This design comes from an exercise in tuning for small area, a short achievable clock period and few clock cycles on the open sky130 flow, not from production work.
At most, simulation tests tie the RTL to the original design; equivalence was not proved.
No activity file was given, so power comes from the tool's default toggle rates.

==> flow/design.v <==
`timescale 1ns / 1ps
module SimpleCPU(clk, rst, data_fromRAM, wrEn, addr_toRAM, data_toRAM);
input clk, rst;
input wire [31:0] data_fromRAM;
output wire wrEn;
output wire [9:0] addr_toRAM;
output wire [31:0] data_toRAM;
localparam ADD = 3'd0, NAND = 3'd1, SRL = 3'd2, LT = 3'd3,
           CP  = 3'd4, CPI  = 3'd5, BZJ = 3'd6, MUL = 3'd7;
localparam S_FW  = 3'd0,   
           S_DEC = 3'd1,   
           S_G1  = 3'd2,
           S_G2  = 3'd3,
           S_G3  = 3'd4,
           S_EX  = 3'd5,   
           S_M   = 3'd6,   
           S_BT  = 3'd7;   
reg [2:0]  state;
reg [9:0]  pc;
reg [9:0]  addr;
reg        wr;
reg [2:0]  op;
reg        im;
reg [9:0]  fa;
reg [31:0] r1, r2;
reg [4:0]  cnt;
reg        first, sleft, sodd, sbig;
reg        rs;            
reg        ltf;           
wire [31:0] d = data_fromRAM;
assign wrEn       = wr & ~rst;
assign addr_toRAM = addr;
assign data_toRAM = r2;
wire [9:0] pc1 = pc + 10'd1;
reg  [1:0]  xsel;    
reg         xand;    
reg         xneg;
reg  [2:0]  ysel;    
reg         cin;
reg  [31:0] ay;
wire [31:0] m1 = ({32{xsel == 2'd1}} & ({32{~xand}} | r2))
               | ({32{xsel == 2'd3}} & {18'd0, 14'h3fff});
wire [31:0] m2 = {32{xsel == 2'd2}};
wire [31:0] ax = ((d & m1) | ({d[30:0], 1'b0} & m2)) ^ {32{xneg}};
always @(*) begin
	case (ysel)
	3'd1: ay = r2;
	3'd2: ay = {r2[29:0], 2'b00};
	3'd3: ay = {1'b0, r2[31:1]};
	3'd4: ay = {2'b00, r2[31:2]};
	default: ay = 32'd0;
	endcase
end
wire [31:0] ag0 = ax & ay;
wire [31:0] ap0 = ax ^ ay;
reg  [31:0] ag, ap;
integer ai, al, aj;
always @(*) begin
	ag = ag0;
	ap = ap0;
	ag[0] = ag0[0] | (ap0[0] & cin);
	for (al = 1; al < 32; al = al * 2)
		for (ai = 0; ai < 32; ai = ai + 1)
			if ((ai / al) % 2 == 1) begin
				aj = (ai / al) * al - 1;
				ag[ai] = ag[ai] | (ap[ai] & ag[aj]);
				ap[ai] = ap[ai] & ap[aj];
			end
end
wire [32:0] asum = {ag[31], ap0 ^ {ag[30:0], cin}};
wire       mwin = sleft;
wire [2:0] bd = mwin ? {r1[17:16] & {2{~first}}, r1[15]} : r1[31:29];
wire booth_zero = (bd == 3'b000) || (bd == 3'b111);
wire booth_two  = (bd == 3'b011) || (bd == 3'b100);
wire booth_neg  = bd[2] && !booth_zero;
function [4:0] srl_cnt(input [5:0] n);
	srl_cnt = {1'b0, n[4:1]} + {4'd0, n[0] & ~n[5]};
endfunction
reg [2:0]  state_n;
reg        wr_n;
reg [4:0]  cnt_n;
reg        first_n, sleft_n, sodd_n, sbig_n;
reg        a_A, a_B, a_pc1, a_pc, a_r2;
reg [9:0]  addr_n;
wire dec_big = |d[13:6];
wire g2_big  = |d[31:6];
wire g2_short = ~|d[31:16];
wire dop_is_mul = (d[31:29] == MUL);
wire [4:0] g2_cnt = g2_big ? 5'd0 : srl_cnt(d[5:0]);
wire is_alu = (op == ADD) || (op == NAND) || (op == LT);
always @(*) begin
	state_n   = state;
	wr_n      = 1'b0;
	cnt_n     = cnt - 5'd1;
	first_n   = first;
	sleft_n   = sleft;
	sodd_n    = sodd;
	sbig_n    = sbig;
	a_A       = 1'b0;
	a_B       = 1'b0;
	a_pc1     = 1'b0;
	a_pc      = 1'b0;
	a_r2      = 1'b0;
	xsel      = 2'd0;
	xneg      = 1'b0;
	xand      = 1'b0;
	ysel      = 3'd1;
	cin       = 1'b0;
	case (state)
	S_FW: state_n = S_DEC;
	S_DEC: begin
		xsel      = 2'd3;
		ysel      = 3'd0;
		first_n   = 1'b1;
		sleft_n   = dop_is_mul | d[5];
		sodd_n    = d[0];
		sbig_n    = dec_big;
		cnt_n     = dop_is_mul ? 5'd8 : (dec_big ? 5'd1 : srl_cnt(d[5:0]) + 5'd1);
		if (wr && addr == pc) begin
			a_pc    = 1'b1;
			state_n = S_FW;
		end else if (d[28] && d[31:29] == CP) begin
			a_pc1   = 1'b1;
			state_n = S_EX;
		end else begin
			a_A     = d[28] && d[31:29] != CPI;
			a_B     = !(d[28] && d[31:29] != CPI);
			state_n = S_G1;
		end
	end
	S_G1: begin
		state_n = S_G2;
		if (im && is_alu && op != LT) begin
			a_pc1   = 1'b1;
			state_n = S_EX;
		end else if (im && op == LT) begin
			state_n = S_EX;
		end else if (im && (op == MUL || op == SRL)) begin
			a_pc1   = (cnt == 5'd1);
			state_n = S_M;
		end else if (op == CP) begin
			a_pc1   = 1'b1;
			state_n = S_EX;
		end else if (op == BZJ && !im) begin
			a_pc1   = 1'b1;
		end else if (op == BZJ) begin
			a_r2    = 1'b1;
		end
	end
	S_G2: begin
		state_n = S_EX;
		case (op)
		ADD, NAND, LT: begin
			xsel  = 2'd1;
			ysel  = 3'd0;
			a_pc1 = (op != LT);
		end
		MUL: begin
			sleft_n = g2_short;
			cnt_n   = g2_short ? 5'd8 : 5'd15;
			state_n = S_M;
		end
		SRL: begin
			sleft_n = d[5];
			sodd_n  = d[0];
			sbig_n  = g2_big;
			cnt_n   = g2_cnt;
			a_pc1   = (g2_cnt == 5'd0);
			state_n = S_M;
		end
		CPI: if (im) begin
			xsel  = 2'd1;
			ysel  = 3'd0;
			a_pc1 = 1'b1;
		end else begin
			a_B     = 1'b1;
			state_n = S_G3;
		end
		BZJ: if (im) begin
			xsel    = 2'd1;
			state_n = (d[9:0] == 10'd0) ? S_DEC : S_G3;
		end else if (d != 32'd0) begin
			state_n = S_DEC;
		end else begin
			state_n = S_BT;
		end
		default: ;
		endcase
	end
	S_G3: begin
		if (op == BZJ) begin
			a_r2    = 1'b1;
			state_n = S_FW;
		end else begin
			a_pc1   = 1'b1;
			state_n = S_EX;
		end
	end
	S_EX: begin
		wr_n    = 1'b1;
		state_n = S_DEC;
		case (op)
		ADD: xsel = 2'd1;
		LT: begin
			xsel    = 2'd1;
			xneg    = 1'b1;
			wr_n    = 1'b0;
			a_pc1   = 1'b1;
			cnt_n   = 5'd0;
			state_n = S_M;
		end
		NAND: begin
			xsel  = 2'd1;
			xand  = 1'b1;
			xneg  = 1'b1;
			ysel  = 3'd0;
		end
		CP: if (!im) begin
			xsel  = 2'd1;
			ysel  = 3'd0;
		end
		CPI: if (im) a_B = 1'b1; else begin
			xsel  = 2'd1;
			ysel  = 3'd0;
		end
		default: ;
		endcase
	end
	S_M: begin
		first_n = 1'b0;
		if (op == LT) begin
			ysel     = 3'd0;
			cin      = ltf;
		end else if (op == MUL) begin
			xsel     = booth_zero ? 2'd0 : (booth_two ? 2'd2 : 2'd1);
			xneg     = booth_neg;
			cin      = booth_neg;
			ysel     = first ? 3'd0 : 3'd2;
		end else if (sbig) begin
			ysel  = 3'd0;
		end else if (first) begin
			xsel  = (sleft && sodd) ? 2'd2 : 2'd1;
			ysel  = 3'd0;
		end else begin
			ysel   = sleft ? 3'd2 : (sodd ? 3'd3 : 3'd4);
			sodd_n = 1'b0;
		end
		a_pc1 = (cnt == 5'd1);
		if (cnt == 5'd0) begin
			wr_n    = 1'b1;
			state_n = S_DEC;
		end
	end
	S_BT: begin
		first_n = 1'b0;
		if (!first) begin
			a_B     = 1'b1;
			state_n = S_FW;
		end
	end
	endcase
	if (rst) wr_n = 1'b0;
	if (rs) begin
		state_n = S_FW;
		wr_n    = 1'b0;
	end
	addr_n = ({10{a_A}}   & d[23:14])
	       | ({10{a_B}}   & d[9:0])
	       | ({10{a_pc1}} & pc1)
	       | ({10{a_pc}}  & pc)
	       | ({10{a_r2}}  & r2[9:0])
	       | ({10{!(a_A || a_B || a_pc1 || a_pc || a_r2)}} & fa);
	if (rs) addr_n = 10'd0;
end
always @(posedge clk) begin
	state <= state_n;
	addr  <= addr_n;
	if (rs || a_pc1 || a_r2 || (state == S_BT && !first)) pc <= addr_n;
	rs    <= rst;
	wr    <= wr_n;
	cnt   <= cnt_n;
	first <= first_n;
	sleft <= sleft_n;
	sodd  <= sodd_n;
	ltf   <= asum[32];
	sbig  <= sbig_n;
	if (state == S_DEC) begin
		op <= d[31:29];
		im <= d[28];
		fa <= d[23:14];
	end
	if (state == S_DEC || state == S_G2) r1 <= d;
	else                                 r1 <= {r1[29:0], 2'b00};
	r2    <= asum[31:0];
end
endmodule
export LEC_CHECK = 0
export CAP_MARGIN = 20
export CORE_MARGIN = 2
export CORE_UTILIZATION = 40
export SLEW_MARGIN = 20
create_clock -name core_clock -period 10.0 [get_ports {clk}]
standard.sh (not shown) runs the stock make flow with config.mk's settings and CLKGATE_MAP_FILE= SYNTH_SCRIPT=/design/flow/synth_recipe.tcl, a recipe that flattens the netlist after the stock synthesis.
==> flow/flow/run.sh <==
#!/bin/bash
# Standard ORFS layout, with repair_timing aiming past the clock period the
# SDC states so that the achieved period gets as short as the design allows,
# and plain buffers on the ports.
set -euo pipefail
export SETUP_SLACK_MARGIN=5.5
export CTS_ARGS="-sink_clustering_enable -repair_clock_nets -dont_use_dummy_load"
export BUFFER_PORTS_ARGS="-buffer_cell sky130_fd_sc_hd__buf_2"
bash standard.sh > standard.log 2>&1
The starting point went through all stages and came out clean.
Then changed:
--- a/flow/design.v
+++ b/flow/design.v
@@ -27,5 +27,5 @@
 reg        first, sleft, sodd, sbig;
 reg        rs;            
-reg        ltf;           
+wire       ltf = sodd;    
 wire [31:0] d = data_fromRAM;
 assign wrEn       = wr & ~rst;
@@ -52,21 +52,6 @@
 	endcase
 end
-wire [31:0] ag0 = ax & ay;
-wire [31:0] ap0 = ax ^ ay;
-reg  [31:0] ag, ap;
-integer ai, al, aj;
-always @(*) begin
-	ag = ag0;
-	ap = ap0;
-	ag[0] = ag0[0] | (ap0[0] & cin);
-	for (al = 1; al < 32; al = al * 2)
-		for (ai = 0; ai < 32; ai = ai + 1)
-			if ((ai / al) % 2 == 1) begin
-				aj = (ai / al) * al - 1;
-				ag[ai] = ag[ai] | (ap[ai] & ag[aj]);
-				ap[ai] = ap[ai] & ap[aj];
-			end
-end
-wire [32:0] asum = {ag[31], ap0 ^ {ag[30:0], cin}};
+wire [33:0] asum0 = {1'b0, ax, 1'b1} + {1'b0, ay, cin};
+wire [32:0] asum = asum0[33:1];
 wire       mwin = sleft;
 wire [2:0] bd = mwin ? {r1[17:16] & {2{~first}}, r1[15]} : r1[31:29];
@@ -81,5 +66,5 @@
 reg [4:0]  cnt_n;
 reg        first_n, sleft_n, sodd_n, sbig_n;
-reg        a_A, a_B, a_pc1, a_pc, a_r2;
+reg        a_A, a_B, a_pc1, a_pc, a_sum;
 reg [9:0]  addr_n;
 wire dec_big = |d[13:6];
@@ -101,5 +86,5 @@
 	a_pc1     = 1'b0;
 	a_pc      = 1'b0;
-	a_r2      = 1'b0;
+	a_sum     = 1'b0;
 	xsel      = 2'd0;
 	xneg      = 1'b0;
@@ -145,5 +130,7 @@
 			a_pc1   = 1'b1;
 		end else if (op == BZJ) begin
-			a_r2    = 1'b1;
+			xsel    = 2'd0;
+			ysel    = 3'd1;
+			a_sum   = 1'b1;
 		end
 	end
@@ -179,5 +166,6 @@
 		BZJ: if (im) begin
 			xsel    = 2'd1;
-			state_n = (d[9:0] == 10'd0) ? S_DEC : S_G3;
+			a_sum   = 1'b1;
+			state_n = (d[9:0] == 10'd0) ? S_DEC : S_FW;
 		end else if (d != 32'd0) begin
 			state_n = S_DEC;
@@ -189,11 +177,6 @@
 	end
 	S_G3: begin
-		if (op == BZJ) begin
-			a_r2    = 1'b1;
-			state_n = S_FW;
-		end else begin
-			a_pc1   = 1'b1;
-			state_n = S_EX;
-		end
+		a_pc1   = 1'b1;
+		state_n = S_EX;
 	end
 	S_EX: begin
@@ -205,4 +188,5 @@
 			xsel    = 2'd1;
 			xneg    = 1'b1;
+			sodd_n  = asum[32];
 			wr_n    = 1'b0;
 			a_pc1   = 1'b1;
@@ -269,6 +253,6 @@
 	       | ({10{a_pc1}} & pc1)
 	       | ({10{a_pc}}  & pc)
-	       | ({10{a_r2}}  & r2[9:0])
-	       | ({10{!(a_A || a_B || a_pc1 || a_pc || a_r2)}} & fa);
+	       | ({10{a_sum}} & asum[9:0])
+	       | ({10{!(a_A || a_B || a_pc1 || a_pc || a_sum)}} & fa);
 	if (rs) addr_n = 10'd0;
 end
@@ -276,5 +260,5 @@
 	state <= state_n;
 	addr  <= addr_n;
-	if (rs || a_pc1 || a_r2 || (state == S_BT && !first)) pc <= addr_n;
+	if (rs || a_pc1 || a_sum || (state == S_BT && !first)) pc <= addr_n;
 	rs    <= rst;
 	wr    <= wr_n;
@@ -283,5 +267,4 @@
 	sleft <= sleft_n;
 	sodd  <= sodd_n;
-	ltf   <= asum[32];
 	sbig  <= sbig_n;
 	if (state == S_DEC) begin
Outcome: Die area rises by a few percent. Combinational power went down by a quarter to a third. Fmax fell slightly. Routed wire length rose by roughly a tenth. Worst setup slack degrades by 0.029 ns. Count of clock-buffer cells in the layout is lower by 8. Global-route usage rose by 0.53 points. Cell count went up slightly. Synthesized cell count came out higher by a few percent. Power came out lower by about a fifth. Clock power went down by a quarter to a third. Non-clock buffer count is higher by 3. Utilization decreases by 0.71 points. Sequential share of layout area is lower by 0.82 points.
Testbench counts after the change, summed over its fixed seeds: cycles 205,053.
No functional check of the RTL was part of the first run of this note.

## separate check: timing with driven ports
The results above use ideal ports. As a check the final layouts listed here were re-extracted and re-timed, cells and wires unchanged.
Step 1 assumes that a clkbuf_16 drives the clock port and a buf_2 every other input.
Step 2 adds t to the input delays and takes it off the output delays; t is the mean of the earliest and latest rising clock arrival at the registers after step 1. Input paths then give back, and output paths get back, about the clock's delay inside the block.
Slacks: ideal ports / drivers / drivers and shift; pairs: ideal ports / drivers.
| run | t (ns) | slack for setup (ns) | worst slew at a driven data input, ns | pins driven straight from the clock port |
|---|---|---|---|---|
| the first run | 0.453 | 5.594 / 5.615 / 5.162 | 0.03 | 1 |
| the second run | 0.397 | 5.565 / 5.586 / 5.189 | 0.04 | 1 |
After both steps every run listed still meets setup and hold. For the first run, which loses most, drivers alone change the setup slack by +0.021 ns; drivers and shift together by -0.432 ns.
